This design comes from an exercise in tuning for a short achievable clock period and few clock cycles on the open sky130 flow, not from production work.
Function was checked by simulation only, so behaviour that the tests miss may differ from the original.
No activity file was given, so power comes from the tool's default toggle rates.

==> flow/design.v <==
module cpu(
    input clk,
    input rst,
    input [31:0] i_IM_inst,
    input [31:0] i_DM_DI,
    output logic [31:0] o_IM_addr,
    output logic        o_DM_CS,
    output logic [3:0]  o_DM_WEB,
    output logic [31:0] o_DM_addr,
    output logic [31:0] o_DM_DI
);
    localparam BI = 3;
    localparam NB = 1 << BI;
    logic        stall, redirect;
    logic [31:2] redirect_pc;
    logic [31:2] pc_f;
    assign o_IM_addr = {pc_f, 2'b00};
    logic              btb_v   [NB];
    logic [1:0]        btb_ctr [NB];
    logic [31:2+BI]    btb_tag [NB];
    logic [31:2]       btb_tgt [NB];
    logic [BI-1:0] f_idx;
    logic          f_hit, f_pred;
    logic [1:0]    f_ctr;
    logic [31:2]   f_next;
    assign f_idx  = pc_f[2+BI-1:2];
    assign f_hit  = btb_v[f_idx] && (btb_tag[f_idx] == pc_f[31:2+BI]);
    assign f_ctr  = btb_ctr[f_idx];
    assign f_pred = f_hit && f_ctr[1];
    assign f_next = f_pred ? btb_tgt[f_idx] : pc_f + 30'd1;
    logic        d_valid, d_pred, d_hit, d_use_skid;
    logic [1:0]  d_ctr;
    logic [31:2] d_pc;
    logic [31:0] d_skid;
    logic [31:0] d_inst;
    always_ff @(posedge clk, posedge rst) begin
        if (rst) begin
            pc_f       <= '0;
            d_valid    <= 1'b0;
            d_use_skid <= 1'b0;
        end else if (redirect) begin
            pc_f       <= redirect_pc;
            d_valid    <= 1'b0;
            d_use_skid <= 1'b0;
        end else if (stall) begin
            d_use_skid <= 1'b1;
        end else begin
            pc_f       <= f_next;
            d_valid    <= 1'b1;
            d_use_skid <= 1'b0;
        end
    end
    always_ff @(posedge clk) begin
        if (stall) d_skid <= d_inst;
        if (!stall && !redirect) begin
            d_pc   <= pc_f;
            d_pred <= f_pred;
            d_hit  <= f_hit;
            d_ctr  <= f_ctr;
        end
    end
    assign d_inst = d_use_skid ? d_skid : i_IM_inst;
    logic [6:0] d_op;
    logic [4:0] d_rd, d_rs1, d_rs2;
    logic [2:0] d_f3;
    assign d_op  = d_inst[6:0];
    assign d_rd  = d_inst[11:7];
    assign d_f3  = d_inst[14:12];
    assign d_rs1 = d_inst[19:15];
    assign d_rs2 = d_inst[24:20];
    logic d_is_op, d_is_opi, d_is_ld, d_is_st, d_is_br, d_is_jal, d_is_jalr, d_is_lui, d_is_auipc;
    assign d_is_op    = d_op == 7'b0110011;
    assign d_is_opi   = d_op == 7'b0010011;
    assign d_is_ld    = d_op == 7'b0000011;
    assign d_is_st    = d_op == 7'b0100011;
    assign d_is_br    = d_op == 7'b1100011;
    assign d_is_jal   = d_op == 7'b1101111;
    assign d_is_jalr  = d_op == 7'b1100111;
    assign d_is_lui   = d_op == 7'b0110111;
    assign d_is_auipc = d_op == 7'b0010111;
    logic [31:0] d_imm;
    always_comb begin
        if (d_is_st)
            d_imm = {{20{d_inst[31]}}, d_inst[31:25], d_inst[11:7]};
        else if (d_is_br)
            d_imm = {{19{d_inst[31]}}, d_inst[31], d_inst[7], d_inst[30:25], d_inst[11:8], 1'b0};
        else if (d_is_lui || d_is_auipc)
            d_imm = {d_inst[31:12], 12'b0};
        else if (d_is_jal)
            d_imm = {{11{d_inst[31]}}, d_inst[31], d_inst[19:12], d_inst[20], d_inst[30:21], 1'b0};
        else
            d_imm = {{20{d_inst[31]}}, d_inst[31:20]};
    end
    logic d_alu;       
    assign d_alu = d_is_op || d_is_opi;
    logic d_wr, d_use1, d_use2;
    assign d_wr   = (d_rd != 5'd0) && (d_alu || d_is_ld || d_is_lui || d_is_auipc || d_is_jal || d_is_jalr);
    assign d_use1 = d_alu || d_is_ld || d_is_st || d_is_br || d_is_jalr;
    assign d_use2 = d_is_op || d_is_st || d_is_br;
    logic d_sel_add, d_sel_slt, d_sel_sltu, d_sel_xor, d_sel_or, d_sel_and, d_sel_sll, d_sel_sr, d_sel_imm, d_sel_link;
    assign d_sel_add  = (d_alu && d_f3 == 3'b000) || d_is_auipc;
    assign d_sel_slt  = d_alu && d_f3 == 3'b010;
    assign d_sel_sltu = d_alu && d_f3 == 3'b011;
    assign d_sel_xor  = d_alu && d_f3 == 3'b100;
    assign d_sel_or   = d_alu && d_f3 == 3'b110;
    assign d_sel_and  = d_alu && d_f3 == 3'b111;
    assign d_sel_sll  = d_alu && d_f3 == 3'b001;
    assign d_sel_sr   = d_alu && d_f3 == 3'b101;
    assign d_sel_imm  = d_is_lui;
    assign d_sel_link = d_is_jal || d_is_jalr;
    logic [31:0] rf [1:31];
    logic        w_wr;
    logic [4:0]  w_rd;
    logic [31:0] wb_data;
    logic [31:0] d_rs1v, d_rs2v;
    always_comb begin
        if (d_rs1 == 5'd0)                 d_rs1v = 32'd0;
        else if (w_wr && w_rd == d_rs1)    d_rs1v = wb_data;
        else                               d_rs1v = rf[d_rs1];
        if (d_rs2 == 5'd0)                 d_rs2v = 32'd0;
        else if (w_wr && w_rd == d_rs2)    d_rs2v = wb_data;
        else                               d_rs2v = rf[d_rs2];
    end
    always_ff @(posedge clk, posedge rst) begin
        if (rst) begin
            for (int i = 1; i < 32; i++) rf[i] <= 32'd0;
        end else if (w_wr) begin
            rf[w_rd] <= wb_data;
        end
    end
    logic        e_valid;
    logic [31:2] e_pc;
    logic [31:0] e_imm, e_rs1v, e_rs2v;
    logic [4:0]  e_rs1, e_rs2, e_rd;
    logic [2:0]  e_f3;
    logic        e_wr, e_use1, e_use2, e_is_ld, e_is_st, e_is_br, e_is_jal, e_is_jalr;
    logic        e_a_pc, e_b_imm, e_sub, e_sra, e_pred, e_hit;
    logic [1:0]  e_ctr;
    logic        e_sel_add, e_sel_slt, e_sel_sltu, e_sel_xor, e_sel_or, e_sel_and, e_sel_sll, e_sel_sr, e_sel_imm, e_sel_link;
    logic        m_wr, m_ld;
    logic [4:0]  m_rd;
    logic [31:0] m_res;
    logic        w_ld;
    logic [31:0] w_res;
    logic m_fw1, m_fw2, w_fw1, w_fw2;
    assign m_fw1 = m_wr && m_rd == e_rs1;
    assign m_fw2 = m_wr && m_rd == e_rs2;
    assign w_fw1 = w_wr && w_rd == e_rs1;
    assign w_fw2 = w_wr && w_rd == e_rs2;
    logic haz1, haz2;
    assign haz1  = e_use1 && (m_fw1 ? m_ld : (w_fw1 && w_ld));
    assign haz2  = e_use2 && (m_fw2 ? m_ld : (w_fw2 && w_ld));
    assign stall = e_valid && (haz1 || haz2);
    logic [31:0] a_fw, b_fw;
    assign a_fw = m_fw1 ? m_res : w_fw1 ? w_res : e_rs1v;
    assign b_fw = m_fw2 ? m_res : w_fw2 ? w_res : e_rs2v;
    logic [31:0] op_a, op_b, sum;
    assign op_a = e_a_pc  ? {e_pc, 2'b00} : a_fw;
    assign op_b = e_b_imm ? e_imm : b_fw;
    assign sum  = op_a + (e_sub ? ~op_b : op_b) + {31'd0, e_sub};
    logic eq, lt, ltu;
    assign eq  = a_fw == op_b;
    assign lt  = $signed(a_fw) < $signed(op_b);
    assign ltu = a_fw < op_b;
    logic [31:0] sll_r, sr_r;
    assign sll_r = a_fw << op_b[4:0];
    assign sr_r  = 32'($signed({e_sra & a_fw[31], a_fw}) >>> op_b[4:0]);
    logic [31:2] e_pc4, e_tgt;
    assign e_pc4 = e_pc + 30'd1;
    assign e_tgt = e_pc + e_imm[31:2];
    logic [31:0] res;
    assign res = ({32{e_sel_add }} & sum)
               | ({32{e_sel_slt }} & {31'd0, lt})
               | ({32{e_sel_sltu}} & {31'd0, ltu})
               | ({32{e_sel_xor }} & (a_fw ^ op_b))
               | ({32{e_sel_or  }} & (a_fw | op_b))
               | ({32{e_sel_and }} & (a_fw & op_b))
               | ({32{e_sel_sll }} & sll_r)
               | ({32{e_sel_sr  }} & sr_r)
               | ({32{e_sel_imm }} & e_imm)
               | ({32{e_sel_link}} & {e_pc4, 2'b00})
               | ({32{e_is_ld | e_is_st}} & sum);
    logic cond, taken;
    assign cond  = e_f3[2] ? (e_f3[1] ? ltu : lt) : eq;
    assign taken = e_is_jal || (e_is_br && (cond ^ e_f3[0]));
    assign redirect = e_valid && !stall &&
                      (e_is_jalr || (taken != e_pred));
    assign redirect_pc = e_is_jalr ? sum[31:2] : taken ? e_tgt : e_pc4;
    logic e_go;        
    assign e_go = e_valid && !stall;
    always_ff @(posedge clk, posedge rst) begin
        if (rst) begin
            e_valid <= 1'b0;
        end else if (redirect) begin
            e_valid <= 1'b0;
        end else if (!stall) begin
            e_valid <= d_valid;
        end
    end
    always_ff @(posedge clk) begin
        if (!stall) begin
            e_pc       <= d_pc;
            e_imm      <= d_imm;
            e_rs1v     <= d_rs1v;
            e_rs2v     <= d_rs2v;
            e_rs1      <= d_rs1;
            e_rs2      <= d_rs2;
            e_rd       <= d_rd;
            e_f3       <= d_f3;
            e_wr       <= d_wr;
            e_use1     <= d_use1;
            e_use2     <= d_use2;
            e_is_ld    <= d_is_ld;
            e_is_st    <= d_is_st;
            e_is_br    <= d_is_br;
            e_is_jal   <= d_is_jal;
            e_is_jalr  <= d_is_jalr;
            e_a_pc     <= d_is_auipc;
            e_b_imm    <= !(d_is_op || d_is_br);
            e_sub      <= d_is_op && d_f3 == 3'b000 && d_inst[30];
            e_sra      <= d_inst[30];
            e_pred     <= d_pred;
            e_hit      <= d_hit;
            e_ctr      <= d_ctr;
            e_sel_add  <= d_sel_add;
            e_sel_slt  <= d_sel_slt;
            e_sel_sltu <= d_sel_sltu;
            e_sel_xor  <= d_sel_xor;
            e_sel_or   <= d_sel_or;
            e_sel_and  <= d_sel_and;
            e_sel_sll  <= d_sel_sll;
            e_sel_sr   <= d_sel_sr;
            e_sel_imm  <= d_sel_imm;
            e_sel_link <= d_sel_link;
        end else begin
            if (m_fw1) begin
                if (!m_ld) e_rs1v <= m_res;
            end else if (w_fw1) begin
                e_rs1v <= wb_data;
            end
            if (m_fw2) begin
                if (!m_ld) e_rs2v <= m_res;
            end else if (w_fw2) begin
                e_rs2v <= wb_data;
            end
        end
    end
    logic [BI-1:0] e_idx;
    assign e_idx = e_pc[2+BI-1:2];
    always_ff @(posedge clk, posedge rst) begin
        if (rst) begin
            for (int i = 0; i < NB; i++) begin
                btb_v[i]   <= 1'b0;
                btb_ctr[i] <= 2'b00;
            end
        end else if (e_go && (e_is_br || e_is_jal)) begin
            if (e_hit) begin
                if (taken && e_ctr != 2'b11)       btb_ctr[e_idx] <= e_ctr + 2'd1;
                else if (!taken && e_ctr != 2'b00) btb_ctr[e_idx] <= e_ctr - 2'd1;
            end else if (taken) begin
                btb_v[e_idx]   <= 1'b1;
                btb_ctr[e_idx] <= 2'b10;
            end
        end
    end
    always_ff @(posedge clk) begin
        if (e_go && (e_is_br || e_is_jal) && !e_hit && taken) begin
            btb_tag[e_idx] <= e_pc[31:2+BI];
            btb_tgt[e_idx] <= e_tgt;
        end
    end
    logic [2:0]  m_f3;
    logic [3:0]  e_web;
    logic [31:0] e_sdata;
    always_comb begin
        case (e_f3[1:0])
            2'b00:   e_web = ~(4'b0001 << sum[1:0]);
            2'b01:   e_web = sum[1] ? 4'b0011 : 4'b1100;
            default: e_web = 4'b0000;
        endcase
        case (e_f3[1:0])
            2'b00:   e_sdata = {4{b_fw[7:0]}};
            2'b01:   e_sdata = {2{b_fw[15:0]}};
            default: e_sdata = b_fw;
        endcase
    end
    always_ff @(posedge clk, posedge rst) begin
        if (rst) begin
            m_wr     <= 1'b0;
            o_DM_CS  <= 1'b0;
            o_DM_WEB <= 4'hf;
        end else begin
            m_wr     <= e_go && e_wr;
            o_DM_CS  <= e_go && (e_is_ld || e_is_st);
            o_DM_WEB <= (e_go && e_is_st) ? e_web : 4'hf;
        end
    end
    always_ff @(posedge clk) begin
        m_ld    <= e_is_ld;
        m_rd    <= e_rd;
        m_res   <= res;
        m_f3    <= e_f3;
        o_DM_DI <= e_sdata;
    end
    assign o_DM_addr = m_res;
    logic [2:0] w_f3;
    always_ff @(posedge clk, posedge rst) begin
        if (rst) w_wr <= 1'b0;
        else     w_wr <= m_wr;
    end
    always_ff @(posedge clk) begin
        w_ld  <= m_ld;
        w_rd  <= m_rd;
        w_res <= m_res;
        w_f3  <= m_f3;
    end
    logic [31:0] ld_sh, ld_val;
    assign ld_sh = i_DM_DI >> {w_res[1:0], 3'b000};
    always_comb begin
        case (w_f3)
            3'b000:  ld_val = {{24{ld_sh[7]}}, ld_sh[7:0]};
            3'b001:  ld_val = {{16{ld_sh[15]}}, ld_sh[15:0]};
            3'b100:  ld_val = {24'd0, ld_sh[7:0]};
            3'b101:  ld_val = {16'd0, ld_sh[15:0]};
            default: ld_val = i_DM_DI;
        endcase
    end
    assign wb_data = w_ld ? ld_val : w_res;
endmodule
==> flow/config.mk <==
export PLATFORM = sky130hd
export DESIGN_NAME = cpu
export DESIGN_NICKNAME = cpu
export VERILOG_FILES = /design/flow/design.v
export SDC_FILE = /design/flow/constraint.sdc
export NUM_CORES = 4
export LEC_CHECK = 0
export CAP_MARGIN = 20
export CELL_PAD_IN_SITES_GLOBAL_PLACEMENT = 2
export CORE_MARGIN = 2
export CORE_UTILIZATION = 25
export PLACE_DENSITY = 0.4
export SLEW_MARGIN = 20
==> flow/run.sh <==
#!/bin/bash
# synth_recipe.tcl (not shown) runs the flow's synth.tcl, then flattens the netlist and writes it again
# the make line also repeats each setting of config.mk as NAME=value (left out here)
make -C /OpenROAD-flow-scripts/flow DESIGN_CONFIG=/design/flow/config.mk WORK_HOME=/design/flow/orfs CLKGATE_MAP_FILE= SYNTH_SCRIPT=/design/flow/synth_recipe.tcl finish
==> flow/constraint.sdc <==
create_clock -name core_clock -period 11.0 [get_ports {clk}]
set_input_delay 2.2000 -clock core_clock [delete_from_list [all_inputs] [get_ports {clk}]]
set_output_delay 2.2000 -clock core_clock [all_outputs]
set_load 0.01 [all_outputs]
==> out/summary.log <==
[logic_synthesis] Yosys warnings 4
[critical_path] Worst R2R Setup Slack 2.35 ns
[timing] relative max-transition margin 4.56%
[cells_and_area] end-of-flow core utilization 29.8%
[logic_synthesis] dominant synthesized flop cell sky130_fd_sc_hd__dfrtp_1
[logic_synthesis] simple-gate share of the synthesized area 11.5%
[die] die width 614 µm
[logic_synthesis] synthesized-area fraction occupied by xor and xnor cells 1.71%
[run_status] outcome complete, no violations
[clock_tree] deepest clock path buffer count 4
[route] Detailed Route Iter0 Violations 9597
[critical_path] CP Buf/Inv Count 3
[clock_tree] Post-CTS Resized 0
[route] remaining design rule violation count 0
[clock_tree] Root Driver sky130_fd_sc_hd__clkbuf_16
[critical_path] Crit Path Max Fanout 45
[worst_hold_path] Min-Delay Path Class flip-flop to flip-flop
[worst_hold_path] Worst Hold Launch m_f3[1]$_DFF_P_
[logic_synthesis] mapped cell area 93100 µm²
[cells_and_area] fill count 38600
[logic_synthesis] EDFF count, synth 692
[route] overall routed net length 614000 µm
[logic_synthesis] register area share after synthesis 53.2%
[clock_tree] hold_buf cts 0
[die] effective utilization at floorplan 25.1%
[cells_and_area] fraction of final layout cells with drive strength greater than 1 12.8%
[critical_path] launching point of the worst reg2reg path w_rd[3]$_DFF_P_
[logic_synthesis] Compound-Gate Fraction of Synth Area 21.1%
[place] final weighted congestion of routability-driven global placement 0.913
[clock_tree] clock transition at the register clock pins on the worst setup and hold paths after CTS 0.06 ns
[critical_path] worst endpoint data arrival time 9.49 ns
[critical_path] Top cell by count, worst path sky130_fd_sc_hd__buf_4
[logic_synthesis] post-synthesis area per instance 10.3 µm²
[logic_synthesis] distinct cell type count after synthesis 92
[timing] min cycle time layout 8.65 ns
[place] count of port buffers added during placement 164
[critical_path] Worst Path Class, Setup flip-flop to flip-flop
[route] Initial DRT Pass Iterations 10
[route] number of vias after detailed routing 81200
[logic_synthesis] Post-Synthesis Cells 9047
[route] Vias/cell 5.70
[job] Max Cap Viol 0
[logic_synthesis] adder and majority cell fraction of the synthesized area 2.27%
[clock_tree] clock tree from TritonCTS yes
[die] Die ar. 377000 µm²
[timing] final setup violation count 0
[timing] setup repair after global routing missed its margin false
[timing] post-route fraction of the period consumed by the critical path 78.6%
[die] core region area 371000 µm²
[place] Post-Place Cell Area 103000 µm²
[critical_path] largest stage delay on the critical path 0.90 ns
[timing] Total Negative Setup Slacks 0 ns
[clock_tree] buffers inserted during post-CTS setup optimization 0
[place] HPWL reported at the end of detailed placement 401000 µm
[power] worst-case vdd ir drop 0.000140 V
[route] routed len/inst 43.1 µm
[critical_path] chain of cells forming the critical path xnor2_1 > and4_1 > a22oi_2 > a221o_1 > mux2i_2 > buf_4 > ha_1 > nor4b_1 > a31oi_1 > a21boi_0 > o41ai_1 > and3_1 > a21oi_1 > or4_1 > a31oi_4 > buf_4 > o211a_2 > clkinv_2 > a32o_1 > a211oi_1
[cells_and_area] area added between synthesis and finish 18.8%
[grt] maximum number of pins on one net before global-route repair 118
[cells_and_area] cell area after layout 111000 µm²
[logic_synthesis] Post-synth ARST share 56.7%
[die] I/O pins 167
[clock_tree] clock sink count 1862
[timing] fmax 0.116 GHz
[timing] final hold viol count 0
[grt] number of global-route vias before repair 78700
[route] Final ANT Viol Nets 0
[clock_tree] maximum level of the CTS H-tree 4
[critical_path] critical path's slowest cell sky130_fd_sc_hd__clkinv_2
[grt] number of antenna violations at the first check in global routing 69
[die] height of the die 614 µm
[timing] slew of the pin with the lowest slew margin 1.42 ns
[timing] Clock Skew 0.136 ns
[logic_synthesis] mux share of post-synthesis cell area 6.48%
[grt] total routing usage reported by global routing 31.6%
[critical_path] crit-path leading delay family compound AO/OA/AOI/OAI gates
[grt] residual overflow from global routing 0
[clock_tree] number of buffers added by the clock tree synthesis step 238
[logic_synthesis] dominant combinational cell family by area after synthesis compound AO/OA/AOI/OAI gates
[critical_path] worst setup path startpoint w_rd[3]$_DFF_P_
[grt] global-route wire length before repair 804000 µm
[logic_synthesis] post-synthesis sequential element count 1862
[die] Site Rows 224
[cells_and_area] number of nets in the layout 9299
[timing] final max-slew violation count 0
[clock_tree] insertion delay to the later sink of the worst-skew pair 1.00 ns
[critical_path] kind of end point of the critical path flip-flop
[critical_path] endpoint required time on the critical path 11.84 ns
[power] Cell Pwr Density 207 nW/µm²
[power] leakage power of the design 43.6 nW
[critical_path] nature of the critical path startpoint flip-flop
## cell usage in the layout, fill, tap and decap left out, drive strengths merged, types with 21 or more instances in the layout
cell	synthesis	layout
and2	24	24
nor3	91	91
nand2	1493	1493
and3	52	52
o211ai	37	37
ha	166	166
mux2	123	123
nor2b	37	37
a222oi	75	75
a211oi	37	37
a22oi	477	477
xor2	36	36
clkdlybuf4s50	0	164
o22ai	65	65
a31oi	63	63
clkbuf	644	342
xnor2	146	146
inv	164	170
edfxtp	692	692
a21oi	283	283
nand4	178	178
mux2i	203	203
buf	98	354
nor4	22	22
or3	24	24
a22o	199	199
o221ai	21	21
o21ai	1299	1299
o32ai	22	22
a221oi	236	236
a21o	41	41
nand3	146	146
dfrtp	1052	1052
or4	26	26
clkinv	0	62
nor2	318	318
mux4	116	116
dfxtp	114	114
## synthesized netlist by cell type (all sizes together), types with 21 or more instances
cell / number / area [µm²]
a211oi: 37 / 283
mux2: 123 / 1390
nand2: 1493 / 5600
nor2b: 37 / 231
dfrtp: 1052 / 26300
a21o: 41 / 308
a221oi: 236 / 2070
clkbuf: 644 / 2420
nand3: 146 / 736
xnor2: 146 / 1280
nor3: 91 / 460
or3: 24 / 150
and2: 24 / 150
or4: 26 / 195
o32ai: 22 / 200
o211ai: 37 / 278
nor4: 22 / 171
a22oi: 477 / 3580
a222oi: 75 / 751
o221ai: 21 / 184
o22ai: 65 / 407
inv: 164 / 616
xor2: 36 / 315
and3: 52 / 325
mux2i: 203 / 2030
dfxtp: 114 / 2280
o21ai: 1299 / 6500
ha: 166 / 2080
a31oi: 63 / 424
mux4: 116 / 2610
edfxtp: 692 / 20800
nand4: 178 / 1110
nor2: 318 / 1190
a22o: 199 / 1740
a21oi: 283 / 1420
buf: 98 / 434
## final cells by class
type	count	area, µm²	area share (%)
Sequential cell	1862	49500	44.8
Multi-Input combinational cell	6280	41500	37.5
Clock buffer	341	6850	6.19
Tap cell	4972	6220	5.63
Timing Repair Buffer	519	4800	4.34
Clock inverter	91	1050	0.948
Inverter	164	626	0.566
Antenna cell	15	37.5	0.0339
## stage by stage
| stage | power, mW | std cells | hold WS [ns] | setup slack (ns) |
|---|---|---|---|---|
| finish | 22.8 | 14200 | 0.327 | 2.35 |
| global route | 23.7 | 14200 | 0.338 | 1.86 |
| CTS | 23.1 | 14200 | 0.328 | 2.78 |
| detailed placement | 14.9 | 13800 | 0.317 | 2.77 |
| global placement | 14.9 | 13800 | 0.312 | 2.79 |
| floorplan | 11.5 | 9048 | 0.310 | -5.76 |
## flip-flops by register name (all words and copies together), names as in the netlist, 32 cells and up
register,count
btb_tag,216
btb_tgt,240
d_skid,32
e_imm,32
e_rs1v,32
e_rs2v,32
m_res,32
o_DM_DI,32
rf,992
w_res,32
## logic make-up (layout without fill, tap and decap cells)
family	count (synthesis)	count (layout)
AOI/OAI and AO/OA	3023	3023
xor gates and xnor gates	182	182
adders and majority gates	168	168
buffers and inverters	906	1115
DFF	1862	1862
muxes	442	442
other	1	17
and+or+nand+nor	2463	2463
## path summary, 6_finish.rpt
kind | end | depth (start not counted)
setup / recovery | pc_f[8]$_DFFE_PP0N_ | 20
hold / removal | w_f3[1]$_DFF_P_ | 0
setup reg to reg | pc_f[8]$_DFFE_PP0N_ | 20
hold reg to reg | w_f3[1]$_DFF_P_ | 0
max in group asynchronous | pc_f[2]$_DFFE_PP0N_ | 4
min in group asynchronous | rf[26][25]$_DFFE_PP0P_ | 2
## where the power goes
part	switching [mW]	internal, mW
clock network	3.44	4.69
logic	3.99	1.82
registers	0.812	8.09
## per-layer routing
metal  track usage [%]  share of wire, %
met2              51.4                46
met4              13.7               5.1
met3              4.30               5.4
met5                 0            0.0033
met1              41.8                43
Testbench counts, summed over its fixed seeds: cycles 317,963.

-- separate check: timing with driven ports --
How much do the figures lean on ideal ports? The routed layout below was timed once more, with nothing changed but the port constraints. Step 1: set_driving_cell puts a clkbuf_16 on clk and a buf_2 on each other input, an assumption about the parent block. Step 2 also shifts input and output timing later by t, the mid clock arrival at the registers, as if the neighbouring blocks saw the same clock. Slacks: ideal ports / drivers / drivers and shift; pairs: ideal ports / drivers.
t (ns): 1.037
slack for setup (ns): 2.352 / 2.352 / 2.352
hold WS [ns]: 0.327 / 0.327 / 0.327
worst data-port slew with drivers (ns): 0.15
After both steps setup and hold are still met in this run. The setup slack of this run moves by 0.000 ns with the drivers and by 0.000 ns with both steps.
